Source: an optimization exercise on an open RTL-to-GDS flow (aim: small area). Production flows keep margins and buffers that such runs may drop.
RTL that was checked went through simulation tests only; none was proved equivalent to the original.
For run 1, only the layout was checked, not whether the RTL still works.

`flow/design.v`:
```
module sqrt_u32 (
    input  wire        clk,
    input  wire        rst_n,
    input  wire        valid_in,
    input  wire [31:0] data_i,
    output wire        valid_out,
    output wire [15:0] data_o
);
    reg [1:0] v;
    always @(posedge clk or negedge rst_n)
        if (!rst_n) v <= 2'd0;
        else v <= {v[0], valid_in};
    assign valid_out = v[1];
    wire [31:0] x0_d, x0;
    wire [1:0] r1_d, r1;
    wire [0:0] q1_d, q1;
    wire [29:0] x1_d, x1;
    wire [2:0] r2_d, r2;
    wire [1:0] q2_d, q2;
    wire [27:0] x2_d, x2;
    wire [3:0] r3_d, r3;
    wire [2:0] q3_d, q3;
    wire [25:0] x3_d, x3;
    wire [4:0] r4_d, r4;
    wire [3:0] q4_d, q4;
    wire [23:0] x4_d, x4;
    wire [5:0] r5_d, r5;
    wire [4:0] q5_d, q5;
    wire [21:0] x5_d, x5;
    wire [6:0] r6_d, r6;
    wire [5:0] q6_d, q6;
    wire [19:0] x6_d, x6;
    wire [7:0] r7_d, r7;
    wire [6:0] q7_d, q7;
    wire [17:0] x7_d, x7;
    wire [8:0] r8_d, r8;
    wire [7:0] q8_d, q8;
    wire [15:0] x8_d, x8;
    wire [9:0] r9_d, r9;
    wire [8:0] q9_d, q9;
    wire [13:0] x9_d, x9;
    wire [10:0] r10_d, r10;
    wire [9:0] q10_d, q10;
    wire [11:0] x10_d, x10;
    wire [11:0] r11_d, r11;
    wire [10:0] q11_d, q11;
    wire [9:0] x11_d, x11;
    wire [12:0] r12_d, r12;
    wire [11:0] q12_d, q12;
    wire [7:0] x12_d, x12;
    wire [13:0] r13_d, r13;
    wire [12:0] q13_d, q13;
    wire [5:0] x13_d, x13;
    wire [14:0] r14_d, r14;
    wire [13:0] q14_d, q14;
    wire [3:0] x14_d, x14;
    wire [14:0] q15_d, q15;
    wire [1:0] x15_d, x15;
    wire [15:0] q16_d, q16;
    assign x0_d = data_i;
    assign x0 = x0_d;
    assign r1 = r1_d;
    assign q1 = q1_d;
    assign x1 = x1_d;
    assign r2 = r2_d;
    assign q2 = q2_d;
    assign x2 = x2_d;
    assign r3 = r3_d;
    assign q3 = q3_d;
    assign x3 = x3_d;
    assign r4 = r4_d;
    assign q4 = q4_d;
    assign x4 = x4_d;
    assign r5 = r5_d;
    assign q5 = q5_d;
    assign x5 = x5_d;
    assign r6 = r6_d;
    assign q6 = q6_d;
    assign x6 = x6_d;
    assign r7 = r7_d;
    assign q7 = q7_d;
    assign x7 = x7_d;
    reg  [8:0] r8_q;
    reg  [7:0] q8_q;
    reg  [15:0] x8_q;
    always @(posedge clk) begin
        r8_q <= r8_d;
        q8_q <= q8_d;
        x8_q <= x8_d;
    end
    assign r8 = r8_q;
    assign q8 = q8_q;
    assign x8 = x8_q;
    assign r9 = r9_d;
    assign q9 = q9_d;
    assign x9 = x9_d;
    assign r10 = r10_d;
    assign q10 = q10_d;
    assign x10 = x10_d;
    assign r11 = r11_d;
    assign q11 = q11_d;
    assign x11 = x11_d;
    assign r12 = r12_d;
    assign q12 = q12_d;
    assign x12 = x12_d;
    reg  [13:0] r13_q;
    reg  [12:0] q13_q;
    reg  [5:0] x13_q;
    always @(posedge clk) begin
        r13_q <= r13_d;
        q13_q <= q13_d;
        x13_q <= x13_d;
    end
    assign r13 = r13_q;
    assign q13 = q13_q;
    assign x13 = x13_q;
    assign r14 = r14_d;
    assign q14 = q14_d;
    assign x14 = x14_d;
    assign q15 = q15_d;
    assign x15 = x15_d;
    assign q16 = q16_d;
    wire [1:0] t0 = x0[31:30];
    wire [2:0] d0 = {1'b0, t0} - 3'd1;
    wire ge0 = ~d0[2];
    assign r1_d = ge0 ? d0[1:0] : t0[1:0];
    assign x1_d = x0[29:0];
    assign q1_d = ge0;
    wire [3:0] t1 = {r1, x1[29:28]};
    wire [4:0] c1;
    wire [3:0] d1;
    wire [3:0] n1 = {1'b1, ~q1, 2'b10};
    assign c1[0] = 1'b1;
    assign d1[0] = t1[0] ^ n1[0] ^ c1[0];
    assign c1[1] = (t1[0] & n1[0]) | (t1[0] & c1[0]) | (n1[0] & c1[0]);
    assign d1[1] = t1[1] ^ n1[1] ^ c1[1];
    assign c1[2] = (t1[1] & n1[1]) | (t1[1] & c1[1]) | (n1[1] & c1[1]);
    assign d1[2] = t1[2] ^ n1[2] ^ c1[2];
    assign c1[3] = (t1[2] & n1[2]) | (t1[2] & c1[2]) | (n1[2] & c1[2]);
    assign d1[3] = t1[3] ^ n1[3] ^ c1[3];
    assign c1[4] = (t1[3] & n1[3]) | (t1[3] & c1[3]) | (n1[3] & c1[3]);
    wire ge1 = c1[4];
    assign r2_d = ge1 ? d1[2:0] : t1[2:0];
    assign x2_d = x1[27:0];
    assign q2_d = {q1, ge1};
    wire [4:0] t2 = {r2, x2[27:26]};
    wire [5:0] c2;
    wire [4:0] d2;
    wire [4:0] n2 = {1'b1, ~q2, 2'b10};
    assign c2[0] = 1'b1;
    assign d2[0] = t2[0] ^ n2[0] ^ c2[0];
    assign c2[1] = (t2[0] & n2[0]) | (t2[0] & c2[0]) | (n2[0] & c2[0]);
    assign d2[1] = t2[1] ^ n2[1] ^ c2[1];
    assign c2[2] = (t2[1] & n2[1]) | (t2[1] & c2[1]) | (n2[1] & c2[1]);
    assign d2[2] = t2[2] ^ n2[2] ^ c2[2];
    assign c2[3] = (t2[2] & n2[2]) | (t2[2] & c2[2]) | (n2[2] & c2[2]);
    assign d2[3] = t2[3] ^ n2[3] ^ c2[3];
    assign c2[4] = (t2[3] & n2[3]) | (t2[3] & c2[3]) | (n2[3] & c2[3]);
    assign d2[4] = t2[4] ^ n2[4] ^ c2[4];
    assign c2[5] = (t2[4] & n2[4]) | (t2[4] & c2[4]) | (n2[4] & c2[4]);
    wire ge2 = c2[5];
    assign r3_d = ge2 ? d2[3:0] : t2[3:0];
    assign x3_d = x2[25:0];
    assign q3_d = {q2, ge2};
    wire [5:0] t3 = {r3, x3[25:24]};
    wire [6:0] c3;
    wire [5:0] d3;
    wire [5:0] n3 = {1'b1, ~q3, 2'b10};
    assign c3[0] = 1'b1;
    assign d3[0] = t3[0] ^ n3[0] ^ c3[0];
    assign c3[1] = (t3[0] & n3[0]) | (t3[0] & c3[0]) | (n3[0] & c3[0]);
    assign d3[1] = t3[1] ^ n3[1] ^ c3[1];
    assign c3[2] = (t3[1] & n3[1]) | (t3[1] & c3[1]) | (n3[1] & c3[1]);
    assign d3[2] = t3[2] ^ n3[2] ^ c3[2];
    assign c3[3] = (t3[2] & n3[2]) | (t3[2] & c3[2]) | (n3[2] & c3[2]);
    assign d3[3] = t3[3] ^ n3[3] ^ c3[3];
    assign c3[4] = (t3[3] & n3[3]) | (t3[3] & c3[3]) | (n3[3] & c3[3]);
    assign d3[4] = t3[4] ^ n3[4] ^ c3[4];
    assign c3[5] = (t3[4] & n3[4]) | (t3[4] & c3[4]) | (n3[4] & c3[4]);
    assign d3[5] = t3[5] ^ n3[5] ^ c3[5];
    assign c3[6] = (t3[5] & n3[5]) | (t3[5] & c3[5]) | (n3[5] & c3[5]);
    wire ge3 = c3[6];
    assign r4_d = ge3 ? d3[4:0] : t3[4:0];
    assign x4_d = x3[23:0];
    assign q4_d = {q3, ge3};
    wire [6:0] t4 = {r4, x4[23:22]};
    wire [7:0] c4;
    wire [6:0] d4;
    wire [6:0] n4 = {1'b1, ~q4, 2'b10};
    assign c4[0] = 1'b1;
    assign d4[0] = t4[0] ^ n4[0] ^ c4[0];
    assign c4[1] = (t4[0] & n4[0]) | (t4[0] & c4[0]) | (n4[0] & c4[0]);
    assign d4[1] = t4[1] ^ n4[1] ^ c4[1];
    assign c4[2] = (t4[1] & n4[1]) | (t4[1] & c4[1]) | (n4[1] & c4[1]);
    assign d4[2] = t4[2] ^ n4[2] ^ c4[2];
    assign c4[3] = (t4[2] & n4[2]) | (t4[2] & c4[2]) | (n4[2] & c4[2]);
    assign d4[3] = t4[3] ^ n4[3] ^ c4[3];
    assign c4[4] = (t4[3] & n4[3]) | (t4[3] & c4[3]) | (n4[3] & c4[3]);
    assign d4[4] = t4[4] ^ n4[4] ^ c4[4];
    assign c4[5] = (t4[4] & n4[4]) | (t4[4] & c4[4]) | (n4[4] & c4[4]);
    assign d4[5] = t4[5] ^ n4[5] ^ c4[5];
    assign c4[6] = (t4[5] & n4[5]) | (t4[5] & c4[5]) | (n4[5] & c4[5]);
    assign d4[6] = t4[6] ^ n4[6] ^ c4[6];
    assign c4[7] = (t4[6] & n4[6]) | (t4[6] & c4[6]) | (n4[6] & c4[6]);
    wire ge4 = c4[7];
    assign r5_d = ge4 ? d4[5:0] : t4[5:0];
    assign x5_d = x4[21:0];
    assign q5_d = {q4, ge4};
    wire [7:0] t5 = {r5, x5[21:20]};
    wire [8:0] c5;
    wire [7:0] d5;
    wire [7:0] n5 = {1'b1, ~q5, 2'b10};
    assign c5[0] = 1'b1;
    assign d5[0] = t5[0] ^ n5[0] ^ c5[0];
    assign c5[1] = (t5[0] & n5[0]) | (t5[0] & c5[0]) | (n5[0] & c5[0]);
    assign d5[1] = t5[1] ^ n5[1] ^ c5[1];
    assign c5[2] = (t5[1] & n5[1]) | (t5[1] & c5[1]) | (n5[1] & c5[1]);
    assign d5[2] = t5[2] ^ n5[2] ^ c5[2];
    assign c5[3] = (t5[2] & n5[2]) | (t5[2] & c5[2]) | (n5[2] & c5[2]);
    assign d5[3] = t5[3] ^ n5[3] ^ c5[3];
    assign c5[4] = (t5[3] & n5[3]) | (t5[3] & c5[3]) | (n5[3] & c5[3]);
    assign d5[4] = t5[4] ^ n5[4] ^ c5[4];
    assign c5[5] = (t5[4] & n5[4]) | (t5[4] & c5[4]) | (n5[4] & c5[4]);
    assign d5[5] = t5[5] ^ n5[5] ^ c5[5];
    assign c5[6] = (t5[5] & n5[5]) | (t5[5] & c5[5]) | (n5[5] & c5[5]);
    assign d5[6] = t5[6] ^ n5[6] ^ c5[6];
    assign c5[7] = (t5[6] & n5[6]) | (t5[6] & c5[6]) | (n5[6] & c5[6]);
    assign d5[7] = t5[7] ^ n5[7] ^ c5[7];
    assign c5[8] = (t5[7] & n5[7]) | (t5[7] & c5[7]) | (n5[7] & c5[7]);
    wire ge5 = c5[8];
    assign r6_d = ge5 ? d5[6:0] : t5[6:0];
    assign x6_d = x5[19:0];
    assign q6_d = {q5, ge5};
    wire [8:0] t6 = {r6, x6[19:18]};
    wire [9:0] c6;
    wire [8:0] d6;
    wire [8:0] n6 = {1'b1, ~q6, 2'b10};
    assign c6[0] = 1'b1;
    assign d6[0] = t6[0] ^ n6[0] ^ c6[0];
    assign c6[1] = (t6[0] & n6[0]) | (t6[0] & c6[0]) | (n6[0] & c6[0]);
    assign d6[1] = t6[1] ^ n6[1] ^ c6[1];
    assign c6[2] = (t6[1] & n6[1]) | (t6[1] & c6[1]) | (n6[1] & c6[1]);
    assign d6[2] = t6[2] ^ n6[2] ^ c6[2];
    assign c6[3] = (t6[2] & n6[2]) | (t6[2] & c6[2]) | (n6[2] & c6[2]);
    assign d6[3] = t6[3] ^ n6[3] ^ c6[3];
    assign c6[4] = (t6[3] & n6[3]) | (t6[3] & c6[3]) | (n6[3] & c6[3]);
    assign d6[4] = t6[4] ^ n6[4] ^ c6[4];
    assign c6[5] = (t6[4] & n6[4]) | (t6[4] & c6[4]) | (n6[4] & c6[4]);
    assign d6[5] = t6[5] ^ n6[5] ^ c6[5];
    assign c6[6] = (t6[5] & n6[5]) | (t6[5] & c6[5]) | (n6[5] & c6[5]);
    assign d6[6] = t6[6] ^ n6[6] ^ c6[6];
    assign c6[7] = (t6[6] & n6[6]) | (t6[6] & c6[6]) | (n6[6] & c6[6]);
    assign d6[7] = t6[7] ^ n6[7] ^ c6[7];
    assign c6[8] = (t6[7] & n6[7]) | (t6[7] & c6[7]) | (n6[7] & c6[7]);
    assign d6[8] = t6[8] ^ n6[8] ^ c6[8];
    assign c6[9] = (t6[8] & n6[8]) | (t6[8] & c6[8]) | (n6[8] & c6[8]);
    wire ge6 = c6[9];
    assign r7_d = ge6 ? d6[7:0] : t6[7:0];
    assign x7_d = x6[17:0];
    assign q7_d = {q6, ge6};
    wire [9:0] t7 = {r7, x7[17:16]};
    wire [10:0] c7;
    wire [9:0] d7;
    wire [9:0] n7 = {1'b1, ~q7, 2'b10};
    assign c7[0] = 1'b1;
    assign d7[0] = t7[0] ^ n7[0] ^ c7[0];
    assign c7[1] = (t7[0] & n7[0]) | (t7[0] & c7[0]) | (n7[0] & c7[0]);
    assign d7[1] = t7[1] ^ n7[1] ^ c7[1];
    assign c7[2] = (t7[1] & n7[1]) | (t7[1] & c7[1]) | (n7[1] & c7[1]);
    assign d7[2] = t7[2] ^ n7[2] ^ c7[2];
    assign c7[3] = (t7[2] & n7[2]) | (t7[2] & c7[2]) | (n7[2] & c7[2]);
    assign d7[3] = t7[3] ^ n7[3] ^ c7[3];
    assign c7[4] = (t7[3] & n7[3]) | (t7[3] & c7[3]) | (n7[3] & c7[3]);
    assign d7[4] = t7[4] ^ n7[4] ^ c7[4];
    assign c7[5] = (t7[4] & n7[4]) | (t7[4] & c7[4]) | (n7[4] & c7[4]);
    assign d7[5] = t7[5] ^ n7[5] ^ c7[5];
    assign c7[6] = (t7[5] & n7[5]) | (t7[5] & c7[5]) | (n7[5] & c7[5]);
    assign d7[6] = t7[6] ^ n7[6] ^ c7[6];
    assign c7[7] = (t7[6] & n7[6]) | (t7[6] & c7[6]) | (n7[6] & c7[6]);
    assign d7[7] = t7[7] ^ n7[7] ^ c7[7];
    assign c7[8] = (t7[7] & n7[7]) | (t7[7] & c7[7]) | (n7[7] & c7[7]);
    assign d7[8] = t7[8] ^ n7[8] ^ c7[8];
    assign c7[9] = (t7[8] & n7[8]) | (t7[8] & c7[8]) | (n7[8] & c7[8]);
    assign d7[9] = t7[9] ^ n7[9] ^ c7[9];
    assign c7[10] = (t7[9] & n7[9]) | (t7[9] & c7[9]) | (n7[9] & c7[9]);
    wire ge7 = c7[10];
    assign r8_d = ge7 ? d7[8:0] : t7[8:0];
    assign x8_d = x7[15:0];
    assign q8_d = {q7, ge7};
    wire [10:0] t8 = {r8, x8[15:14]};
    wire [11:0] c8;
    wire [10:0] d8;
    wire [10:0] n8 = {1'b1, ~q8, 2'b10};
    assign c8[0] = 1'b1;
    assign d8[0] = t8[0] ^ n8[0] ^ c8[0];
    assign c8[1] = (t8[0] & n8[0]) | (t8[0] & c8[0]) | (n8[0] & c8[0]);
    assign d8[1] = t8[1] ^ n8[1] ^ c8[1];
    assign c8[2] = (t8[1] & n8[1]) | (t8[1] & c8[1]) | (n8[1] & c8[1]);
    assign d8[2] = t8[2] ^ n8[2] ^ c8[2];
    assign c8[3] = (t8[2] & n8[2]) | (t8[2] & c8[2]) | (n8[2] & c8[2]);
    assign d8[3] = t8[3] ^ n8[3] ^ c8[3];
    assign c8[4] = (t8[3] & n8[3]) | (t8[3] & c8[3]) | (n8[3] & c8[3]);
    assign d8[4] = t8[4] ^ n8[4] ^ c8[4];
    assign c8[5] = (t8[4] & n8[4]) | (t8[4] & c8[4]) | (n8[4] & c8[4]);
    assign d8[5] = t8[5] ^ n8[5] ^ c8[5];
    assign c8[6] = (t8[5] & n8[5]) | (t8[5] & c8[5]) | (n8[5] & c8[5]);
    assign d8[6] = t8[6] ^ n8[6] ^ c8[6];
    assign c8[7] = (t8[6] & n8[6]) | (t8[6] & c8[6]) | (n8[6] & c8[6]);
    assign d8[7] = t8[7] ^ n8[7] ^ c8[7];
    assign c8[8] = (t8[7] & n8[7]) | (t8[7] & c8[7]) | (n8[7] & c8[7]);
    assign d8[8] = t8[8] ^ n8[8] ^ c8[8];
    assign c8[9] = (t8[8] & n8[8]) | (t8[8] & c8[8]) | (n8[8] & c8[8]);
    assign d8[9] = t8[9] ^ n8[9] ^ c8[9];
    assign c8[10] = (t8[9] & n8[9]) | (t8[9] & c8[9]) | (n8[9] & c8[9]);
    assign d8[10] = t8[10] ^ n8[10] ^ c8[10];
    assign c8[11] = (t8[10] & n8[10]) | (t8[10] & c8[10]) | (n8[10] & c8[10]);
    wire ge8 = c8[11];
    assign r9_d = ge8 ? d8[9:0] : t8[9:0];
    assign x9_d = x8[13:0];
    assign q9_d = {q8, ge8};
    wire [11:0] t9 = {r9, x9[13:12]};
    wire [12:0] c9;
    wire [11:0] d9;
    wire [11:0] n9 = {1'b1, ~q9, 2'b10};
    assign c9[0] = 1'b1;
    assign d9[0] = t9[0] ^ n9[0] ^ c9[0];
    assign c9[1] = (t9[0] & n9[0]) | (t9[0] & c9[0]) | (n9[0] & c9[0]);
    assign d9[1] = t9[1] ^ n9[1] ^ c9[1];
    assign c9[2] = (t9[1] & n9[1]) | (t9[1] & c9[1]) | (n9[1] & c9[1]);
    assign d9[2] = t9[2] ^ n9[2] ^ c9[2];
    assign c9[3] = (t9[2] & n9[2]) | (t9[2] & c9[2]) | (n9[2] & c9[2]);
    assign d9[3] = t9[3] ^ n9[3] ^ c9[3];
    assign c9[4] = (t9[3] & n9[3]) | (t9[3] & c9[3]) | (n9[3] & c9[3]);
    assign d9[4] = t9[4] ^ n9[4] ^ c9[4];
    assign c9[5] = (t9[4] & n9[4]) | (t9[4] & c9[4]) | (n9[4] & c9[4]);
    assign d9[5] = t9[5] ^ n9[5] ^ c9[5];
    assign c9[6] = (t9[5] & n9[5]) | (t9[5] & c9[5]) | (n9[5] & c9[5]);
    assign d9[6] = t9[6] ^ n9[6] ^ c9[6];
    assign c9[7] = (t9[6] & n9[6]) | (t9[6] & c9[6]) | (n9[6] & c9[6]);
    assign d9[7] = t9[7] ^ n9[7] ^ c9[7];
    assign c9[8] = (t9[7] & n9[7]) | (t9[7] & c9[7]) | (n9[7] & c9[7]);
    assign d9[8] = t9[8] ^ n9[8] ^ c9[8];
    assign c9[9] = (t9[8] & n9[8]) | (t9[8] & c9[8]) | (n9[8] & c9[8]);
    assign d9[9] = t9[9] ^ n9[9] ^ c9[9];
    assign c9[10] = (t9[9] & n9[9]) | (t9[9] & c9[9]) | (n9[9] & c9[9]);
    assign d9[10] = t9[10] ^ n9[10] ^ c9[10];
    assign c9[11] = (t9[10] & n9[10]) | (t9[10] & c9[10]) | (n9[10] & c9[10]);
    assign d9[11] = t9[11] ^ n9[11] ^ c9[11];
    assign c9[12] = (t9[11] & n9[11]) | (t9[11] & c9[11]) | (n9[11] & c9[11]);
    wire ge9 = c9[12];
    assign r10_d = ge9 ? d9[10:0] : t9[10:0];
    assign x10_d = x9[11:0];
    assign q10_d = {q9, ge9};
    wire [12:0] t10 = {r10, x10[11:10]};
    wire [13:0] c10;
    wire [12:0] d10;
    wire [12:0] n10 = {1'b1, ~q10, 2'b10};
    assign c10[0] = 1'b1;
    assign d10[0] = t10[0] ^ n10[0] ^ c10[0];
    assign c10[1] = (t10[0] & n10[0]) | (t10[0] & c10[0]) | (n10[0] & c10[0]);
    assign d10[1] = t10[1] ^ n10[1] ^ c10[1];
    assign c10[2] = (t10[1] & n10[1]) | (t10[1] & c10[1]) | (n10[1] & c10[1]);
    assign d10[2] = t10[2] ^ n10[2] ^ c10[2];
    assign c10[3] = (t10[2] & n10[2]) | (t10[2] & c10[2]) | (n10[2] & c10[2]);
    assign d10[3] = t10[3] ^ n10[3] ^ c10[3];
    assign c10[4] = (t10[3] & n10[3]) | (t10[3] & c10[3]) | (n10[3] & c10[3]);
    assign d10[4] = t10[4] ^ n10[4] ^ c10[4];
    assign c10[5] = (t10[4] & n10[4]) | (t10[4] & c10[4]) | (n10[4] & c10[4]);
    assign d10[5] = t10[5] ^ n10[5] ^ c10[5];
    assign c10[6] = (t10[5] & n10[5]) | (t10[5] & c10[5]) | (n10[5] & c10[5]);
    assign d10[6] = t10[6] ^ n10[6] ^ c10[6];
    assign c10[7] = (t10[6] & n10[6]) | (t10[6] & c10[6]) | (n10[6] & c10[6]);
    assign d10[7] = t10[7] ^ n10[7] ^ c10[7];
    assign c10[8] = (t10[7] & n10[7]) | (t10[7] & c10[7]) | (n10[7] & c10[7]);
    assign d10[8] = t10[8] ^ n10[8] ^ c10[8];
    assign c10[9] = (t10[8] & n10[8]) | (t10[8] & c10[8]) | (n10[8] & c10[8]);
    assign d10[9] = t10[9] ^ n10[9] ^ c10[9];
    assign c10[10] = (t10[9] & n10[9]) | (t10[9] & c10[9]) | (n10[9] & c10[9]);
    assign d10[10] = t10[10] ^ n10[10] ^ c10[10];
    assign c10[11] = (t10[10] & n10[10]) | (t10[10] & c10[10]) | (n10[10] & c10[10]);
    assign d10[11] = t10[11] ^ n10[11] ^ c10[11];
    assign c10[12] = (t10[11] & n10[11]) | (t10[11] & c10[11]) | (n10[11] & c10[11]);
    assign d10[12] = t10[12] ^ n10[12] ^ c10[12];
    assign c10[13] = (t10[12] & n10[12]) | (t10[12] & c10[12]) | (n10[12] & c10[12]);
    wire ge10 = c10[13];
    assign r11_d = ge10 ? d10[11:0] : t10[11:0];
    assign x11_d = x10[9:0];
    assign q11_d = {q10, ge10};
    wire [13:0] t11 = {r11, x11[9:8]};
    wire [14:0] c11;
    wire [13:0] d11;
    wire [13:0] n11 = {1'b1, ~q11, 2'b10};
    assign c11[0] = 1'b1;
    assign d11[0] = t11[0] ^ n11[0] ^ c11[0];
    assign c11[1] = (t11[0] & n11[0]) | (t11[0] & c11[0]) | (n11[0] & c11[0]);
    assign d11[1] = t11[1] ^ n11[1] ^ c11[1];
    assign c11[2] = (t11[1] & n11[1]) | (t11[1] & c11[1]) | (n11[1] & c11[1]);
    assign d11[2] = t11[2] ^ n11[2] ^ c11[2];
    assign c11[3] = (t11[2] & n11[2]) | (t11[2] & c11[2]) | (n11[2] & c11[2]);
    assign d11[3] = t11[3] ^ n11[3] ^ c11[3];
    assign c11[4] = (t11[3] & n11[3]) | (t11[3] & c11[3]) | (n11[3] & c11[3]);
    assign d11[4] = t11[4] ^ n11[4] ^ c11[4];
    assign c11[5] = (t11[4] & n11[4]) | (t11[4] & c11[4]) | (n11[4] & c11[4]);
    assign d11[5] = t11[5] ^ n11[5] ^ c11[5];
    assign c11[6] = (t11[5] & n11[5]) | (t11[5] & c11[5]) | (n11[5] & c11[5]);
    assign d11[6] = t11[6] ^ n11[6] ^ c11[6];
    assign c11[7] = (t11[6] & n11[6]) | (t11[6] & c11[6]) | (n11[6] & c11[6]);
    assign d11[7] = t11[7] ^ n11[7] ^ c11[7];
    assign c11[8] = (t11[7] & n11[7]) | (t11[7] & c11[7]) | (n11[7] & c11[7]);
    assign d11[8] = t11[8] ^ n11[8] ^ c11[8];
    assign c11[9] = (t11[8] & n11[8]) | (t11[8] & c11[8]) | (n11[8] & c11[8]);
    assign d11[9] = t11[9] ^ n11[9] ^ c11[9];
    assign c11[10] = (t11[9] & n11[9]) | (t11[9] & c11[9]) | (n11[9] & c11[9]);
    assign d11[10] = t11[10] ^ n11[10] ^ c11[10];
    assign c11[11] = (t11[10] & n11[10]) | (t11[10] & c11[10]) | (n11[10] & c11[10]);
    assign d11[11] = t11[11] ^ n11[11] ^ c11[11];
    assign c11[12] = (t11[11] & n11[11]) | (t11[11] & c11[11]) | (n11[11] & c11[11]);
    assign d11[12] = t11[12] ^ n11[12] ^ c11[12];
    assign c11[13] = (t11[12] & n11[12]) | (t11[12] & c11[12]) | (n11[12] & c11[12]);
    assign d11[13] = t11[13] ^ n11[13] ^ c11[13];
    assign c11[14] = (t11[13] & n11[13]) | (t11[13] & c11[13]) | (n11[13] & c11[13]);
    wire ge11 = c11[14];
    assign r12_d = ge11 ? d11[12:0] : t11[12:0];
    assign x12_d = x11[7:0];
    assign q12_d = {q11, ge11};
    wire [14:0] t12 = {r12, x12[7:6]};
    wire [15:0] c12;
    wire [14:0] d12;
    wire [14:0] n12 = {1'b1, ~q12, 2'b10};
    assign c12[0] = 1'b1;
    assign d12[0] = t12[0] ^ n12[0] ^ c12[0];
    assign c12[1] = (t12[0] & n12[0]) | (t12[0] & c12[0]) | (n12[0] & c12[0]);
    assign d12[1] = t12[1] ^ n12[1] ^ c12[1];
    assign c12[2] = (t12[1] & n12[1]) | (t12[1] & c12[1]) | (n12[1] & c12[1]);
    assign d12[2] = t12[2] ^ n12[2] ^ c12[2];
    assign c12[3] = (t12[2] & n12[2]) | (t12[2] & c12[2]) | (n12[2] & c12[2]);
    assign d12[3] = t12[3] ^ n12[3] ^ c12[3];
    assign c12[4] = (t12[3] & n12[3]) | (t12[3] & c12[3]) | (n12[3] & c12[3]);
    assign d12[4] = t12[4] ^ n12[4] ^ c12[4];
    assign c12[5] = (t12[4] & n12[4]) | (t12[4] & c12[4]) | (n12[4] & c12[4]);
    assign d12[5] = t12[5] ^ n12[5] ^ c12[5];
    assign c12[6] = (t12[5] & n12[5]) | (t12[5] & c12[5]) | (n12[5] & c12[5]);
    assign d12[6] = t12[6] ^ n12[6] ^ c12[6];
    assign c12[7] = (t12[6] & n12[6]) | (t12[6] & c12[6]) | (n12[6] & c12[6]);
    assign d12[7] = t12[7] ^ n12[7] ^ c12[7];
    assign c12[8] = (t12[7] & n12[7]) | (t12[7] & c12[7]) | (n12[7] & c12[7]);
    assign d12[8] = t12[8] ^ n12[8] ^ c12[8];
    assign c12[9] = (t12[8] & n12[8]) | (t12[8] & c12[8]) | (n12[8] & c12[8]);
    assign d12[9] = t12[9] ^ n12[9] ^ c12[9];
    assign c12[10] = (t12[9] & n12[9]) | (t12[9] & c12[9]) | (n12[9] & c12[9]);
    assign d12[10] = t12[10] ^ n12[10] ^ c12[10];
    assign c12[11] = (t12[10] & n12[10]) | (t12[10] & c12[10]) | (n12[10] & c12[10]);
    assign d12[11] = t12[11] ^ n12[11] ^ c12[11];
    assign c12[12] = (t12[11] & n12[11]) | (t12[11] & c12[11]) | (n12[11] & c12[11]);
    assign d12[12] = t12[12] ^ n12[12] ^ c12[12];
    assign c12[13] = (t12[12] & n12[12]) | (t12[12] & c12[12]) | (n12[12] & c12[12]);
    assign d12[13] = t12[13] ^ n12[13] ^ c12[13];
    assign c12[14] = (t12[13] & n12[13]) | (t12[13] & c12[13]) | (n12[13] & c12[13]);
    assign d12[14] = t12[14] ^ n12[14] ^ c12[14];
    assign c12[15] = (t12[14] & n12[14]) | (t12[14] & c12[14]) | (n12[14] & c12[14]);
    wire ge12 = c12[15];
    assign r13_d = ge12 ? d12[13:0] : t12[13:0];
    assign x13_d = x12[5:0];
    assign q13_d = {q12, ge12};
    wire [15:0] t13 = {r13, x13[5:4]};
    wire [16:0] c13;
    wire [15:0] d13;
    wire [15:0] n13 = {1'b1, ~q13, 2'b10};
    assign c13[0] = 1'b1;
    assign d13[0] = t13[0] ^ n13[0] ^ c13[0];
    assign c13[1] = (t13[0] & n13[0]) | (t13[0] & c13[0]) | (n13[0] & c13[0]);
    assign d13[1] = t13[1] ^ n13[1] ^ c13[1];
    assign c13[2] = (t13[1] & n13[1]) | (t13[1] & c13[1]) | (n13[1] & c13[1]);
    assign d13[2] = t13[2] ^ n13[2] ^ c13[2];
    assign c13[3] = (t13[2] & n13[2]) | (t13[2] & c13[2]) | (n13[2] & c13[2]);
    assign d13[3] = t13[3] ^ n13[3] ^ c13[3];
    assign c13[4] = (t13[3] & n13[3]) | (t13[3] & c13[3]) | (n13[3] & c13[3]);
    assign d13[4] = t13[4] ^ n13[4] ^ c13[4];
    assign c13[5] = (t13[4] & n13[4]) | (t13[4] & c13[4]) | (n13[4] & c13[4]);
    assign d13[5] = t13[5] ^ n13[5] ^ c13[5];
    assign c13[6] = (t13[5] & n13[5]) | (t13[5] & c13[5]) | (n13[5] & c13[5]);
    assign d13[6] = t13[6] ^ n13[6] ^ c13[6];
    assign c13[7] = (t13[6] & n13[6]) | (t13[6] & c13[6]) | (n13[6] & c13[6]);
    assign d13[7] = t13[7] ^ n13[7] ^ c13[7];
    assign c13[8] = (t13[7] & n13[7]) | (t13[7] & c13[7]) | (n13[7] & c13[7]);
    assign d13[8] = t13[8] ^ n13[8] ^ c13[8];
    assign c13[9] = (t13[8] & n13[8]) | (t13[8] & c13[8]) | (n13[8] & c13[8]);
    assign d13[9] = t13[9] ^ n13[9] ^ c13[9];
    assign c13[10] = (t13[9] & n13[9]) | (t13[9] & c13[9]) | (n13[9] & c13[9]);
    assign d13[10] = t13[10] ^ n13[10] ^ c13[10];
    assign c13[11] = (t13[10] & n13[10]) | (t13[10] & c13[10]) | (n13[10] & c13[10]);
    assign d13[11] = t13[11] ^ n13[11] ^ c13[11];
    assign c13[12] = (t13[11] & n13[11]) | (t13[11] & c13[11]) | (n13[11] & c13[11]);
    assign d13[12] = t13[12] ^ n13[12] ^ c13[12];
    assign c13[13] = (t13[12] & n13[12]) | (t13[12] & c13[12]) | (n13[12] & c13[12]);
    assign d13[13] = t13[13] ^ n13[13] ^ c13[13];
    assign c13[14] = (t13[13] & n13[13]) | (t13[13] & c13[13]) | (n13[13] & c13[13]);
    assign d13[14] = t13[14] ^ n13[14] ^ c13[14];
    assign c13[15] = (t13[14] & n13[14]) | (t13[14] & c13[14]) | (n13[14] & c13[14]);
    assign d13[15] = t13[15] ^ n13[15] ^ c13[15];
    assign c13[16] = (t13[15] & n13[15]) | (t13[15] & c13[15]) | (n13[15] & c13[15]);
    wire ge13 = c13[16];
    assign r14_d = ge13 ? d13[14:0] : t13[14:0];
    assign x14_d = x13[3:0];
    assign q14_d = {q13, ge13};
    wire [16:0] t14 = {r14, x14[3:2]};
    wire [17:0] c14;
    wire [16:0] d14;
    wire [16:0] n14 = {1'b1, ~q14, 2'b10};
    assign c14[0] = 1'b1;
    assign d14[0] = t14[0] ^ n14[0] ^ c14[0];
    assign c14[1] = (t14[0] & n14[0]) | (t14[0] & c14[0]) | (n14[0] & c14[0]);
    assign d14[1] = t14[1] ^ n14[1] ^ c14[1];
    assign c14[2] = (t14[1] & n14[1]) | (t14[1] & c14[1]) | (n14[1] & c14[1]);
    assign d14[2] = t14[2] ^ n14[2] ^ c14[2];
    assign c14[3] = (t14[2] & n14[2]) | (t14[2] & c14[2]) | (n14[2] & c14[2]);
    assign d14[3] = t14[3] ^ n14[3] ^ c14[3];
    assign c14[4] = (t14[3] & n14[3]) | (t14[3] & c14[3]) | (n14[3] & c14[3]);
    assign d14[4] = t14[4] ^ n14[4] ^ c14[4];
    assign c14[5] = (t14[4] & n14[4]) | (t14[4] & c14[4]) | (n14[4] & c14[4]);
    assign d14[5] = t14[5] ^ n14[5] ^ c14[5];
    assign c14[6] = (t14[5] & n14[5]) | (t14[5] & c14[5]) | (n14[5] & c14[5]);
    assign d14[6] = t14[6] ^ n14[6] ^ c14[6];
    assign c14[7] = (t14[6] & n14[6]) | (t14[6] & c14[6]) | (n14[6] & c14[6]);
    assign d14[7] = t14[7] ^ n14[7] ^ c14[7];
    assign c14[8] = (t14[7] & n14[7]) | (t14[7] & c14[7]) | (n14[7] & c14[7]);
    assign d14[8] = t14[8] ^ n14[8] ^ c14[8];
    assign c14[9] = (t14[8] & n14[8]) | (t14[8] & c14[8]) | (n14[8] & c14[8]);
    assign d14[9] = t14[9] ^ n14[9] ^ c14[9];
    assign c14[10] = (t14[9] & n14[9]) | (t14[9] & c14[9]) | (n14[9] & c14[9]);
    assign d14[10] = t14[10] ^ n14[10] ^ c14[10];
    assign c14[11] = (t14[10] & n14[10]) | (t14[10] & c14[10]) | (n14[10] & c14[10]);
    assign d14[11] = t14[11] ^ n14[11] ^ c14[11];
    assign c14[12] = (t14[11] & n14[11]) | (t14[11] & c14[11]) | (n14[11] & c14[11]);
    assign d14[12] = t14[12] ^ n14[12] ^ c14[12];
    assign c14[13] = (t14[12] & n14[12]) | (t14[12] & c14[12]) | (n14[12] & c14[12]);
    assign d14[13] = t14[13] ^ n14[13] ^ c14[13];
    assign c14[14] = (t14[13] & n14[13]) | (t14[13] & c14[13]) | (n14[13] & c14[13]);
    assign d14[14] = t14[14] ^ n14[14] ^ c14[14];
    assign c14[15] = (t14[14] & n14[14]) | (t14[14] & c14[14]) | (n14[14] & c14[14]);
    assign d14[15] = t14[15] ^ n14[15] ^ c14[15];
    assign c14[16] = (t14[15] & n14[15]) | (t14[15] & c14[15]) | (n14[15] & c14[15]);
    assign d14[16] = t14[16] ^ n14[16] ^ c14[16];
    assign c14[17] = (t14[16] & n14[16]) | (t14[16] & c14[16]) | (n14[16] & c14[16]);
    wire ge14 = c14[17];
    assign q15_d = {q14, ge14};
    wire [17:0] a1_a = {d14[15:0], x14[1:0]};
    wire [17:0] a1_n = ~({1'b0, q14, 3'b101});
    wire [18:0] a1_c;
    assign a1_c[0] = 1'b1;
    assign a1_c[1] = (a1_a[0] & a1_n[0]) | (a1_a[0] & a1_c[0]) | (a1_n[0] & a1_c[0]);
    assign a1_c[2] = (a1_a[1] & a1_n[1]) | (a1_a[1] & a1_c[1]) | (a1_n[1] & a1_c[1]);
    assign a1_c[3] = (a1_a[2] & a1_n[2]) | (a1_a[2] & a1_c[2]) | (a1_n[2] & a1_c[2]);
    assign a1_c[4] = (a1_a[3] & a1_n[3]) | (a1_a[3] & a1_c[3]) | (a1_n[3] & a1_c[3]);
    assign a1_c[5] = (a1_a[4] & a1_n[4]) | (a1_a[4] & a1_c[4]) | (a1_n[4] & a1_c[4]);
    assign a1_c[6] = (a1_a[5] & a1_n[5]) | (a1_a[5] & a1_c[5]) | (a1_n[5] & a1_c[5]);
    assign a1_c[7] = (a1_a[6] & a1_n[6]) | (a1_a[6] & a1_c[6]) | (a1_n[6] & a1_c[6]);
    assign a1_c[8] = (a1_a[7] & a1_n[7]) | (a1_a[7] & a1_c[7]) | (a1_n[7] & a1_c[7]);
    assign a1_c[9] = (a1_a[8] & a1_n[8]) | (a1_a[8] & a1_c[8]) | (a1_n[8] & a1_c[8]);
    assign a1_c[10] = (a1_a[9] & a1_n[9]) | (a1_a[9] & a1_c[9]) | (a1_n[9] & a1_c[9]);
    assign a1_c[11] = (a1_a[10] & a1_n[10]) | (a1_a[10] & a1_c[10]) | (a1_n[10] & a1_c[10]);
    assign a1_c[12] = (a1_a[11] & a1_n[11]) | (a1_a[11] & a1_c[11]) | (a1_n[11] & a1_c[11]);
    assign a1_c[13] = (a1_a[12] & a1_n[12]) | (a1_a[12] & a1_c[12]) | (a1_n[12] & a1_c[12]);
    assign a1_c[14] = (a1_a[13] & a1_n[13]) | (a1_a[13] & a1_c[13]) | (a1_n[13] & a1_c[13]);
    assign a1_c[15] = (a1_a[14] & a1_n[14]) | (a1_a[14] & a1_c[14]) | (a1_n[14] & a1_c[14]);
    assign a1_c[16] = (a1_a[15] & a1_n[15]) | (a1_a[15] & a1_c[15]) | (a1_n[15] & a1_c[15]);
    assign a1_c[17] = (a1_a[16] & a1_n[16]) | (a1_a[16] & a1_c[16]) | (a1_n[16] & a1_c[16]);
    assign a1_c[18] = (a1_a[17] & a1_n[17]) | (a1_a[17] & a1_c[17]) | (a1_n[17] & a1_c[17]);
    wire a1 = a1_c[18];
    wire [17:0] a0_a = {t14[15:0], x14[1:0]};
    wire [17:0] a0_n = ~({1'b0, q14, 3'b001});
    wire [18:0] a0_c;
    assign a0_c[0] = 1'b1;
    assign a0_c[1] = (a0_a[0] & a0_n[0]) | (a0_a[0] & a0_c[0]) | (a0_n[0] & a0_c[0]);
    assign a0_c[2] = (a0_a[1] & a0_n[1]) | (a0_a[1] & a0_c[1]) | (a0_n[1] & a0_c[1]);
    assign a0_c[3] = (a0_a[2] & a0_n[2]) | (a0_a[2] & a0_c[2]) | (a0_n[2] & a0_c[2]);
    assign a0_c[4] = (a0_a[3] & a0_n[3]) | (a0_a[3] & a0_c[3]) | (a0_n[3] & a0_c[3]);
    assign a0_c[5] = (a0_a[4] & a0_n[4]) | (a0_a[4] & a0_c[4]) | (a0_n[4] & a0_c[4]);
    assign a0_c[6] = (a0_a[5] & a0_n[5]) | (a0_a[5] & a0_c[5]) | (a0_n[5] & a0_c[5]);
    assign a0_c[7] = (a0_a[6] & a0_n[6]) | (a0_a[6] & a0_c[6]) | (a0_n[6] & a0_c[6]);
    assign a0_c[8] = (a0_a[7] & a0_n[7]) | (a0_a[7] & a0_c[7]) | (a0_n[7] & a0_c[7]);
    assign a0_c[9] = (a0_a[8] & a0_n[8]) | (a0_a[8] & a0_c[8]) | (a0_n[8] & a0_c[8]);
    assign a0_c[10] = (a0_a[9] & a0_n[9]) | (a0_a[9] & a0_c[9]) | (a0_n[9] & a0_c[9]);
    assign a0_c[11] = (a0_a[10] & a0_n[10]) | (a0_a[10] & a0_c[10]) | (a0_n[10] & a0_c[10]);
    assign a0_c[12] = (a0_a[11] & a0_n[11]) | (a0_a[11] & a0_c[11]) | (a0_n[11] & a0_c[11]);
    assign a0_c[13] = (a0_a[12] & a0_n[12]) | (a0_a[12] & a0_c[12]) | (a0_n[12] & a0_c[12]);
    assign a0_c[14] = (a0_a[13] & a0_n[13]) | (a0_a[13] & a0_c[13]) | (a0_n[13] & a0_c[13]);
    assign a0_c[15] = (a0_a[14] & a0_n[14]) | (a0_a[14] & a0_c[14]) | (a0_n[14] & a0_c[14]);
    assign a0_c[16] = (a0_a[15] & a0_n[15]) | (a0_a[15] & a0_c[15]) | (a0_n[15] & a0_c[15]);
    assign a0_c[17] = (a0_a[16] & a0_n[16]) | (a0_a[16] & a0_c[16]) | (a0_n[16] & a0_c[16]);
    assign a0_c[18] = (a0_a[17] & a0_n[17]) | (a0_a[17] & a0_c[17]) | (a0_n[17] & a0_c[17]);
    wire a0 = a0_c[18];
    wire ge15 = ge14 ? a1 : a0;
    assign q16_d = {q15, ge15};
    assign data_o = q16;
endmodule
```
`flow/flow/run.sh`:
```
#!/bin/bash
# Standard layout (standard.sh) with its own logic mapping:
# - synthesis skips Yosys's full-adder extraction (ADDER_MAP_FILE empty), so ABC maps the
#   carry chains itself;
# - ABC runs flow/area.abc instead of ORFS's script. Everything else in synthesis (registers,
#   flattening, renaming) is the standard synthesis script, patched only at the abc call.
# - input and output ports get the smallest buffer (buf_1).
export BUFFER_PORTS_ARGS="-buffer_cell sky130_fd_sc_hd__buf_1"
# - clock tree without dummy loads.
export CTS_ARGS="-sink_clustering_enable -repair_clock_nets -buf_list sky130_fd_sc_hd__clkbuf_8 -dont_use_dummy_load"
set -euo pipefail
here=$(pwd)
sed 's|^\(\s*\)log_cmd abc {\*}$abc_args|\1log_cmd abc {*}[lreplace $abc_args 1 1 $::env(MY_ABC_SCRIPT)]|' \
  "$FLOW_HOME/scripts/synth.tcl" > "$here/synth_abc.tcl"
grep -q 'MY_ABC_SCRIPT' "$here/synth_abc.tcl"
sed "s|\$::env(SCRIPTS_DIR)/synth.tcl|$here/synth_abc.tcl|" synth_recipe.tcl > "$here/synth_recipe_abc.tcl"
grep -q synth_abc.tcl "$here/synth_recipe_abc.tcl"
sed "s|SYNTH_SCRIPT=[^ ]*|SYNTH_SCRIPT=$here/synth_recipe_abc.tcl|" standard.sh > "$here/standard_abc.sh"
export ADDER_MAP_FILE=
export MY_ABC_SCRIPT="$here/flow/area.abc"
bash "$here/standard_abc.sh" > standard.log 2>&1
```
`flow/flow/area.abc`:
```
strash
balance
dc2
dch
map -B 0.9
topo
stime -c
buffer -c
dnsize -c
```
`flow/standard.sh`:
```
#!/bin/bash
# synth_recipe.tcl (not shown) runs the flow's synth.tcl, then flattens the netlist and writes it again
# the make line also repeats each setting of config.mk as NAME=value (left out here)
make -C /OpenROAD-flow-scripts/flow DESIGN_CONFIG=/design/flow/config.mk WORK_HOME=/design/flow/orfs CLKGATE_MAP_FILE= SYNTH_SCRIPT=/design/flow/synth_recipe.tcl "${@:-finish}"
```
`flow/config.mk`:
```
export PLATFORM = sky130hd
export DESIGN_NAME = sqrt_u32
export DESIGN_NICKNAME = sqrt_u32
export VERILOG_FILES = /design/flow/design.v
export SDC_FILE = /design/flow/constraint.sdc
export NUM_CORES = 4
export LEC_CHECK = 0
export ABC_AREA = 1
export CAP_MARGIN = 20
export CORE_MARGIN = 2
export CORE_UTILIZATION = 55
export CTS_BUF_LIST = sky130_fd_sc_hd__clkbuf_8
export GPL_TIMING_DRIVEN = 0
export PLACE_DENSITY = 0.65
export SETUP_SLACK_MARGIN = -0.5
export SLEW_MARGIN = 20
```
`flow/constraint.sdc`:
```
create_clock -name core_clock -period 9.0 [get_ports {clk}]
set_input_delay 1.8000 -clock core_clock [delete_from_list [all_inputs] [get_ports {clk}]]
set_output_delay 1.8000 -clock core_clock [all_outputs]
set_load 0.01 [all_outputs]
```
==> summary.txt, run 1 <==
status finished clean; RSZ-0062 raised after global routing yes; crit path kind primary input to register; syn avg cell area 5.65 um^2; CP Capture Type register; post-synthesis sequential area ratio 0.217; CTS sink count 68; Crit-path slowest cell or2_2; initial antenna violation count 0; EDFF count, synth 0; Tcrit/Tclk final 0.950; ANT cells 0; Die H 111 um; Placement Setup Slack -1.29 ns; Slew Limit Fails 0; Initial Utilization 0.557; latest clock arrival within the worst-skew pair 0.35 ns; CP bufs+invs 12; Synth Area in XOR/XNOR 0.128; first-pass GRT wire length 25,400 um; largest family of logic cells by synthesized area simple AND/OR/NAND/NOR gates; post-route antenna net violation count 0; I/O pins 52; Placeable Area 0.0113 mm^2; Layout Nets 1,229; most frequent cells in the layout nand2_1, inv_1, o21ai_0; Worst-Margin Slew 0.592 ns; hpwl dp 12,000 um; layout cells sized above 1 0.0772; commonest non-fill, non-tap cell in the layout nand2_1; Worst Skew 0.0131 ns; post-synthesis simple-gate area fraction 0.405; Final Hold Fails 0; Syn-to-layout area delta 11.2%; Num CTS Buffers 9; minimum clock period 8.55 ns; DR vias/cell 4.96; WL final 14,800 um; Fillers 1,178; drt first-iter violations 425; Worst slew margin 0.601; root buf cell clkbuf_8; Synthesis Warnings 1; Fmax achieved 117 MHz; Synth Register Bits 68; die area 0.0123 mm^2; Avg WL per Cell 11.1 um; vias post-DR 6,620; Yosys top cell by area nand2_1; async set-reset flop share out of synthesis 0.0294; CP peak stage delay 0.31 ns; H-tree depth 3; Hold Worst Slack 0.324 ns; CP arrival 8.78 ns; first-pass detailed-route iteration total 6; width of the die 111 um; largest net degree at the start of global routing 14; Overflow after GRT 0; synthesized area 0.00631 mm^2; synth top area cells nand2_1, dfxtp_1, inv_1, o21ai_0, xor2_1; dominant synthesized flop cell dfxtp_1; post-route setup slack 0.448 ns; worst hold-check path type register to register; Max-Cap Viols 0; final setup fails 0; crit-path leading delay family simple AND/OR/NAND/NOR gates; post-layout util 0.620; Worst path most repeated cell nand2_1; Reg area 0.00138 mm^2; crit start category primary input; CP Max Fanout 10; Synth Area in Compound Gates 0.143; clk buf depth 2; gr usage total 0.248; top cell type's share of synthesized area 0.252; Mapped Cells 1,117; routability cong. 0.857; number of port buffers 51; area of the multi-input gates 0.00436 mm^2; Critical Path RT 9.22 ns; post-synthesis adder-cell area fraction 0.00317; syn nets 1,152; CTS tree done; post-synthesis mux area share 0.00159; Synth cell types 36; clk slew on worst S/H paths 0.07 ns; std cell rows 39; vias in the first global route 5,712; DRC 0
routing by layer:
layer | global-route usage | vias to the layer above | part of all wire
li1 | - | 3679 | -
met1 | 0.331 | 2839 | 0.50
met2 | 0.419 | 88 | 0.46
met3 | 0.0432 | 14 | 0.032
met4 | 0.0601 | 0 | 0.013
met5 | 0 | - | 0
worst reg2reg max path: cells and delay by family (launching register included):
kind,cells,cell delay [ns]
buf+inv,5,0.91
flops,1,0.39
compound gates,4,0.78
simple gates,55,6.20
cell usage after synthesis (5+ instances only):
cell type,instances
a21oi_1,28
clkbuf_1,5
dfxtp_1,66
inv_1,148
nand2_1,423
nand3_1,80
nand4_1,5
nor2_1,76
o21ai_0,106
o221ai_1,8
or2_2,27
xnor2_1,36
xor2_1,56
path summary, 6_finish.rpt:
| check | startpoint | endpoint | slack (ns) | cells past startpoint |
|---|---|---|---|---|
| min in group asynchronous | rst_n | v[0] | 1.21 | 1 |
| hold reg to reg | x8_q[4] | x13_q[4] | 0.32 | 0 |
| max in group asynchronous | rst_n | v[1] | 7.67 | 1 |
| hold / removal | x8_q[4] | x13_q[4] | 0.32 | 0 |
| setup reg to reg | q8_q[0] | r13_q[11] | 0.62 | 64 |
| setup / recovery | data_i[31] | r8_q[2] | 0.45 | 65 |
registers in the layout, summed over array words and instances, names as in the netlist:
signal / cells
q13_q: 13
q8_q: 8
r8_q: 9
x13_q: 6
r13_q: 14
x8_q: 16
v: 2
cells by family (layout without fill, tap and decap cells):
group                    after synthesis  after routing
XOR/XNOR                              92             92
adder cells (fa/ha/maj)                2              2
multiplexers                           1              1
flip-flops                            68             68
AO/OA/AOI/OAI                        164            164
AND/OR/NAND/NOR                      623            623
buffers and inverters                167            242
cell type report:
type / instances / area share
multi-input cells: 882 / 0.621
clock buffers: 9 / 0.0177
flip-flops and latches: 68 / 0.196
inverters: 151 / 0.0824
repair buffers: 67 / 0.0446
plain buffers: 15 / 0.0121
well taps: 143 / 0.0255
repair_timing:
action | CTS | global route
gates resized for setup | 5 | 44
endpoints found under the setup margin | 6 | 25
pin swaps | 1 | 9
buffers inserted | 0 | 16
hold buffers | 0 | 0
stage by stage:
stage                     std cells  cell area, um^2  setup TNS (ns)
after floorplan                1117             6310               0
after global placement         1311             6680           -9.95
after detailed placement       1311             6680          -11.06
after CTS                      1320             6810           -4.54
after global routing           1335             7020          -10.77
final                          1335             7020               0
==> run 2, diff against run 1 <==
--- a/flow/design.v
+++ b/flow/design.v
@@ -100,20 +100,20 @@
     assign r11 = r11_d;
     assign q11 = q11_d;
     assign x11 = x11_d;
-    assign r12 = r12_d;
-    assign q12 = q12_d;
-    assign x12 = x12_d;
-    reg  [13:0] r13_q;
-    reg  [12:0] q13_q;
-    reg  [5:0] x13_q;
+    reg  [12:0] r12_q;
+    reg  [11:0] q12_q;
+    reg  [7:0] x12_q;
     always @(posedge clk) begin
-        r13_q <= r13_d;
-        q13_q <= q13_d;
-        x13_q <= x13_d;
+        r12_q <= r12_d;
+        q12_q <= q12_d;
+        x12_q <= x12_d;
     end
-    assign r13 = r13_q;
-    assign q13 = q13_q;
-    assign x13 = x13_q;
+    assign r12 = r12_q;
+    assign q12 = q12_q;
+    assign x12 = x12_q;
+    assign r13 = r13_d;
+    assign q13 = q13_d;
+    assign x13 = x13_d;
     assign r14 = r14_d;
     assign q14 = q14_d;
     assign x14 = x14_d;
==> flow/flow/run.sh (replaced) <==
#!/bin/bash
# Standard layout (standard.sh), except that synthesis skips Yosys's full-adder extraction
# (ADDER_MAP_FILE empty), so ABC maps the carry chains itself.
# - input and output ports get the smallest buffer (buf_1).
export BUFFER_PORTS_ARGS="-buffer_cell sky130_fd_sc_hd__buf_1"
# - clock tree without dummy loads.
export CTS_ARGS="-sink_clustering_enable -repair_clock_nets -buf_list sky130_fd_sc_hd__clkbuf_8 -dont_use_dummy_load"
set -euo pipefail
export ADDER_MAP_FILE=
bash standard.sh > standard.log 2>&1
--- a/flow/config.mk
+++ b/flow/config.mk
@@ -12,5 +12,5 @@
 export CTS_BUF_LIST = sky130_fd_sc_hd__clkbuf_8
 export GPL_TIMING_DRIVEN = 0
 export PLACE_DENSITY = 0.65
-export SETUP_SLACK_MARGIN = -0.5
+export SETUP_SLACK_MARGIN = -0.4
 export SLEW_MARGIN = 20
removed: flow/flow/area.abc
==> run 2 against run 1 <==
Wire length rose by 8.1%. Fmax shrank 0.77%. Synthesized cell count up 9.9%. Critical path depth is 8 higher.
==> summary.txt, run 2 <==
top cell type's share of synthesized area 0.284 (was 0.252); CP peak stage delay 0.38 ns (was 0.31 ns); routability cong. 0.826 (was 0.857); Worst R2R Path Depth 76 (was 64); minimum clock period 8.62 ns (was 8.55 ns); vias post-DR 7,169 (was 6,620); clk slew on worst S/H paths 0.06 ns (was 0.07 ns); post-synthesis sequential area ratio 0.192 (was 0.217); Worst Skew 0.0153 ns (was 0.0131 ns); H-tree depth 3 (unchanged); first-pass detailed-route iteration total 5 (was 6); DR vias/cell 4.90 (was 4.96); layout cells sized above 1 0.175 (was 0.0772); width of the die 118 um (was 111 um); initial antenna violation count 0 (unchanged); hpwl dp 13,200 um (was 12,000 um); Final Hold Fails 0 (unchanged); Synth cell types 38 (was 36); Setup TNS 0 ns (unchanged); WL final 15,900 um (was 14,800 um); CTS sink count 68 (unchanged); vias in the first global route 6,274 (was 5,712); die area 0.0139 mm^2 (was 0.0123 mm^2); post-route setup slack 0.381 ns (was 0.448 ns); clk buf depth 2 (unchanged); Fmax achieved 116 MHz (was 117 MHz); Final Non-Filler Cells 1,463 (was 1,335); root buf cell clkbuf_8 (unchanged); Num CTS Buffers 9 (unchanged); drt first-iter violations 292 (was 425); Crit-path slowest cell dfxtp_4 (was or2_2); max FFs per register 16 (unchanged); Worst path most repeated cell nand2_1 (unchanged); std cell rows 41 (was 39); top-count cell post-synth nand2_1 (unchanged); Post-DP Area 0.00755 mm^2 (was 0.00668 mm^2); synthesized area 0.00714 mm^2 (was 0.00631 mm^2); worst hold path depth 0 (unchanged); Worst-Margin Slew 0.851 ns (was 0.592 ns); Slew Limit Fails 0 (unchanged); post-route cell area 0.00783 mm^2 (was 0.00702 mm^2); post-route antenna net violation count 0 (unchanged); post-layout util 0.618 (was 0.620); most frequent cells in the layout nand2_1, inv_1, nand2_2 (was nand2_1, inv_1, o21ai_0); worst hold-check path type register to register (unchanged); Largest Register x8_q (unchanged); Post-synth top cells nand2_1, inv_1, nand3_1 (was nand2_1, inv_1, o21ai_0); first-pass GRT wire length 27,400 um (was 25,400 um); Tcrit/Tclk final 0.958 (was 0.950); Mapped Cells 1,228 (was 1,117); RR Startpoint q8_q[0] (unchanged); Yosys top cell by area nand2_1 (unchanged); CP arrival 6.82 ns (was 8.78 ns); Worst slew margin 0.432 (was 0.601); crit path kind register to output pin (was primary input to register); Synth Register Bits 68 (unchanged); I/O pins 52 (unchanged); final setup fails 0 (unchanged); status finished clean (unchanged); Top Registers x8_q (16), r12_q (13), q12_q (12) (was x8_q (16), r13_q (14), q13_q (13)); hold path start x8_q[7] (was x8_q[4]); hold path endpoint x12_q[7] (was x13_q[4]); Overflow after GRT 0 (unchanged); Cells after DPL 1,451 (was 1,311); latest clock arrival within the worst-skew pair 0.35 ns (about the same); syn avg cell area 5.82 um^2 (was 5.65 um^2); syn nets 1,263 (was 1,152); crit start category register (was primary input); Syn-to-layout area delta 9.58% (was 11.2%); Placement Setup Slack 0.115 ns (was -1.29 ns); Critical Path RT 7.20 ns (was 9.22 ns); CTS Hold Bufs 0 (unchanged); DRC 0 (unchanged); CTS tree done (unchanged); reg2reg end r12_q[7] (was r13_q[11]); synth top area cells nand2_1, dfxtp_1, nand2_2, xor2_1, inv_1 (was nand2_1, dfxtp_1, inv_1, o21ai_0, xor2_1); Placeable Area 0.0127 mm^2 (was 0.0113 mm^2); ANT cells 0 (unchanged); dominant synthesized flop cell dfxtp_1 (unchanged); Max-Cap Viols 0 (unchanged); CP Capture Type output pin (was register); EDFF count, synth 0 (unchanged); number of port buffers 51 (unchanged); async set-reset flop share out of synthesis 0.0294 (unchanged); Synthesis Warnings 1 (unchanged); Layout Nets 1,328 (was 1,229); gr usage total 0.236 (was 0.248); Hold Worst Slack 0.328 ns (was 0.324 ns); Die H 118 um (was 111 um); CP Max Fanout 10 (unchanged); largest net degree at the start of global routing 13 (was 14); Initial Utilization 0.564 (was 0.557); Avg WL per Cell 10.9 um (was 11.1 um); commonest non-fill, non-tap cell in the layout nand2_1 (unchanged)
run 2: layout make-up:
class,instances,area (um^2)
fillers,1335,4840
repair buffers,54,215
flip-flops and latches,68,1380
well taps,172,215
plain buffers,22,201
inverters,127,477
multi-input cells,1011,5210
clock buffers,9,124
run 2: worst max path at each step:
| stage | from | to | slack [ns] | cells past startpoint |
|---|---|---|---|---|
| 2_1_floorplan | q12_q[0] | data_o[0] | 1.35 | 75 |
| 3_3_place_gp | q12_q[0] | data_o[0] | 0.19 | 75 |
| 3_5_place_dp | q12_q[0] | data_o[0] | 0.11 | 75 |
| 4_1_cts | q12_q[0] | data_o[0] | -0.28 | 75 |
| 5_1_grt | q12_q[0] | data_o[0] | -0.43 | 76 |
| 6_report | q12_q[1] | data_o[0] | 0.38 | 73 |
run 2: per-layer routing:
layer  wire, um  track usage  vias up
li1           -            -     3934
met1       7360        0.282     3154
met2       8060        0.437       71
met3        376       0.0359       10
met4        147       0.0587        0
met5          0            0        -
run 2: repair_timing:
| item | 4_1_cts | 5_1_grt |
|---|---|---|
| buffers inserted | 0 | 3 |
| resized for setup | 0 | 39 |
| setup endpoints to repair | 0 | 2 |
run 2: cells by family after synthesis:
family / count (synthesis) / synth area share
AND/OR/NAND/NOR: 814 / 0.509
buffers and inverters: 149 / 0.0944
XOR/XNOR: 86 / 0.105
multiplexers: 5 / 0.00701
AO/OA/AOI/OAI: 106 / 0.0920
flip-flops: 68 / 0.192
run 2: worst max-delay path, delay by kind of cell (launching register included):
kind | cells | cell delay [ns]
DFF | 1 | 0.38
and+or+nand+nor | 65 | 5.29
AOI/OAI and AO/OA | 1 | 0.06
buffers and inverters | 7 | 0.70
==> run 3, diff against run 2 <==
==> flow/flow/run.sh (replaced) <==
#!/bin/bash
# Standard layout (standard.sh), except that synthesis skips Yosys's full-adder extraction
# (ADDER_MAP_FILE empty), so ABC maps the carry chains itself.
export BUFFER_PORTS_ARGS="-buffer_cell sky130_fd_sc_hd__buf_1"
set -euo pipefail
export ADDER_MAP_FILE=
bash standard.sh > standard.log 2>&1
--- a/flow/config.mk
+++ b/flow/config.mk
@@ -12,5 +12,4 @@
 export CTS_BUF_LIST = sky130_fd_sc_hd__clkbuf_8
 export GPL_TIMING_DRIVEN = 0
 export PLACE_DENSITY = 0.65
-export SETUP_SLACK_MARGIN = -0.4
 export SLEW_MARGIN = 20
==> run 3 against run 2 <==
Synthesized cell count stayed put. Utilization is 3.0 points higher. Area after synthesis stayed put. Critical path depth is 2 lower. Hold slack better by 0.0012 ns. First-iteration DRC count is 24% higher. Via count is 1.9% higher. Die area stayed put. Still clean on timing, DRC and antenna.
==> summary.txt, run 3 <==
status finished clean (unchanged); gr usage total 0.237 (was 0.236); crit path kind register to output pin (unchanged); drt first-iter violations 363 (was 292); Final Hold Fails 0 (unchanged); std cell rows 41 (unchanged); root buf cell clkbuf_8 (unchanged); top cell type's share of synthesized area 0.284 (unchanged); met3 usage 0.0359 (unchanged); Largest Register x8_q (unchanged); Worst-Margin Slew 0.860 ns (was 0.851 ns); I/O pins 52 (unchanged); first-pass GRT wire length 27,500 um (was 27,400 um); Placement Setup Slack 0.115 ns (unchanged); vias post-DR 7,307 (was 7,169); syn nets 1,263 (unchanged); max FFs per register 16 (unchanged); Placeable Area 0.0127 mm^2 (unchanged); Synth cell types 38 (unchanged); syn avg cell area 5.82 um^2 (unchanged); CTS tree done (unchanged); EDFF count, synth 0 (unchanged); width of the die 118 um (unchanged); commonest non-fill, non-tap cell in the layout nand2_1 (unchanged); Worst Skew 0.0141 ns (was 0.0153 ns); Synth Area in XOR/XNOR 0.105 (unchanged); Max-Cap Viols 0 (unchanged); post-synthesis sequential area ratio 0.192 (unchanged); CP arrival 6.69 ns (was 6.82 ns); Die H 118 um (unchanged); dominant synthesized flop cell dfxtp_1 (unchanged); met2 Usage GRT 0.437 (unchanged); met1 Use GR 0.284 (was 0.282); Synthesis Warnings 1 (unchanged); H-tree depth 3 (unchanged); largest net degree at the start of global routing 13 (unchanged); Post-synth top cells nand2_1, inv_1, nand3_1 (unchanged); vias in the first global route 6,338 (was 6,274); CP Capture Type output pin (unchanged); worst hold-check path type register to register (unchanged); CP bufs+invs 7 (unchanged); async set-reset flop share out of synthesis 0.0294 (unchanged); Syn-to-layout area delta 14.9% (was 9.58%); GRT busiest layer met2 (unchanged); Worst path most repeated cell nand2_2 (was nand2_1); top-count cell post-synth nand2_1 (unchanged); synth top area cells nand2_1, dfxtp_1, nand2_2, xor2_1, inv_1 (unchanged); final setup fails 0 (unchanged); Hold Worst Slack 0.330 ns (was 0.328 ns); clk slew on worst S/H paths 0.07 ns (was 0.06 ns); CTS sink count 68 (unchanged); Crit-path slowest cell dfxtp_2 (was dfxtp_4); latest clock arrival within the worst-skew pair 0.37 ns (was 0.35 ns); crit-path leading delay family simple AND/OR/NAND/NOR gates (unchanged); die area 0.0139 mm^2 (unchanged); synthesized area 0.00714 mm^2 (unchanged); post-synthesis simple-gate area fraction 0.509 (unchanged); Synth Register Bits 68 (unchanged); Initial Utilization 0.564 (unchanged); routability cong. 0.826 (unchanged); crit start category register (unchanged); minimum clock period 8.49 ns (was 8.62 ns); first-pass detailed-route iteration total 5 (unchanged); WL final 16,300 um (was 15,900 um); Worst slew margin 0.427 (was 0.432); DRC 0 (unchanged); Layout Nets 1,350 (was 1,328); CP peak stage delay 0.41 ns (was 0.38 ns); Tcrit/Tclk final 0.944 (was 0.958); Slew Limit Fails 0 (unchanged); DR vias/cell 4.90 (about the same); initial antenna violation count 0 (unchanged); CP Max Fanout 8 (was 10); clk buf depth 2 (unchanged); Critical Path RT 7.20 ns (about the same); hpwl dp 13,200 um (unchanged); ANT cells 0 (unchanged); layout cells sized above 1 0.218 (was 0.175); Num CTS Buffers 9 (unchanged); post-route setup slack 0.507 ns (was 0.381 ns); most frequent cells in the layout nand2_1, nand2_2, inv_1 (was nand2_1, inv_1, nand2_2); largest family of logic cells by synthesized area simple AND/OR/NAND/NOR gates (unchanged); Mapped Cells 1,228 (unchanged); Fillers 1,267 (was 1,335); Avg WL per Cell 10.9 um (about the same); post-synthesis mux area share 0.00701 (unchanged); post-layout util 0.648 (was 0.618); Yosys top cell by area nand2_1 (unchanged); post-synthesis adder-cell area fraction 0 (unchanged); Synth Area in Compound Gates 0.0920 (unchanged); Setup TNS 0 ns (unchanged); post-route antenna net violation count 0 (unchanged); CTS Hold Bufs 0 (unchanged); Fmax achieved 118 MHz (was 116 MHz); number of port buffers 51 (unchanged); Top Registers x8_q (16), r12_q (13), q12_q (12) (unchanged); Overflow after GRT 0 (unchanged)
run 3: changes by cell type in the layout (fill, tap and decap cells not counted), moves of 3 or more:
| cell | delta |
|---|---|
| buf_4 | +22 |
| nand3_1 | -6 |
| nand3_4 | +3 |
| nand3_2 | +3 |
| nand2_2 | +17 |
| clkinvlp_4 | +3 |
| o21ai_0 | -3 |
| nand2_4 | +6 |
| clkinv_2 | +3 |
| nand2_1 | -23 |
run 3: worst paths after layout:
| path | start | endpoint | cells after the start |
|---|---|---|---|
| setup / recovery | q12_q[2] | data_o[0] | 71 |
| hold / removal | x8_q[4] | x12_q[4] | 0 |
| setup reg to reg | q8_q[0] | r12_q[4] | 76 |
| hold reg to reg | x8_q[4] | x12_q[4] | 0 |
| max in group asynchronous | rst_n | v[0] | 1 |
| min in group asynchronous | rst_n | v[1] | 1 |
run 3: what timing repair did:
item	CTS	global route
setup endpoints to repair	2	2
buffers inserted	0	25
gates resized for setup	8	78
pin swaps	0	35
run 3: cell families (layout without fill, tap and decap cells):
kind of cell              Yosys count  in the layout
AOI/OAI and AO/OA                 106            106
and+or+nand+nor                   814            814
xor gates and xnor gates           86             86
DFF                                68             68
buffers and inverters             149            241
muxes                               5              5
run 3: through the flow:
| step | cell area (um^2) | cells |
|---|---|---|
| global route | 8210 | 1492 |
| CTS | 7750 | 1467 |
| global placement | 7550 | 1451 |
| detailed placement | 7550 | 1451 |
| finish | 8210 | 1492 |
| floorplan | 7140 | 1228 |
run 3: layout make-up:
class	count	area [um^2]	share of cell area
Buffer	22	205	0.0250
Clock buffer	10	138	0.0168
Clock inverter	6	40.0	0.00488
Inverter	127	484	0.0590
Multi-Input combinational cell	1011	5370	0.654
Sequential cell	68	1380	0.168
Tap cell	172	215	0.0262
Timing Repair Buffer	76	380	0.0463
run 3: worst register-to-register path: cells and delay by family, from the launching register on:
kind	cells	cell delay (ns)
and+or+nand+nor	70	5.00
DFF	1	0.56
AOI/OAI and AO/OA	3	0.63
buffers and inverters	3	0.40
run 3: layer usage:
metal	wire (um)	up-vias
li1	-	3988
met1	7540	3243
met2	8210	65
met3	404	11
met4	182	0
met5	0	-

port drivers added, routing unchanged:
The results above use ideal ports. As a check the final layouts listed here were re-extracted and re-timed, cells and wires unchanged.
Step 1 assumes that a clkbuf_16 drives the clock port and a buf_2 every other input.
Step 2 adds t to the input delays and takes it off the output delays; t is the mean of the earliest and latest rising clock arrival at the registers after step 1. Input paths then give back, and output paths get back, about the clock's delay inside the block.
Slacks: no drivers / after step 1 / after step 2; pairs: no drivers / after step 1.
| run | t (ns) | slack for setup (ns) | worst register clock-pin slew, ns |
|---|---|---|---|
| run 1 | 0.381 | 0.448 / 0.464 / 0.084 | 0.07 / 0.07 |
| run 2 | 0.384 | 0.381 / 0.344 / 0.728 | 0.07 / 0.07 |
| run 3 | 0.399 | 0.507 / 0.470 / 0.762 | 0.08 / 0.08 |
After both steps every run listed still meets setup and hold. For run 1, which loses most, drivers alone change the setup slack by +0.016 ns; drivers and shift together by -0.364 ns.
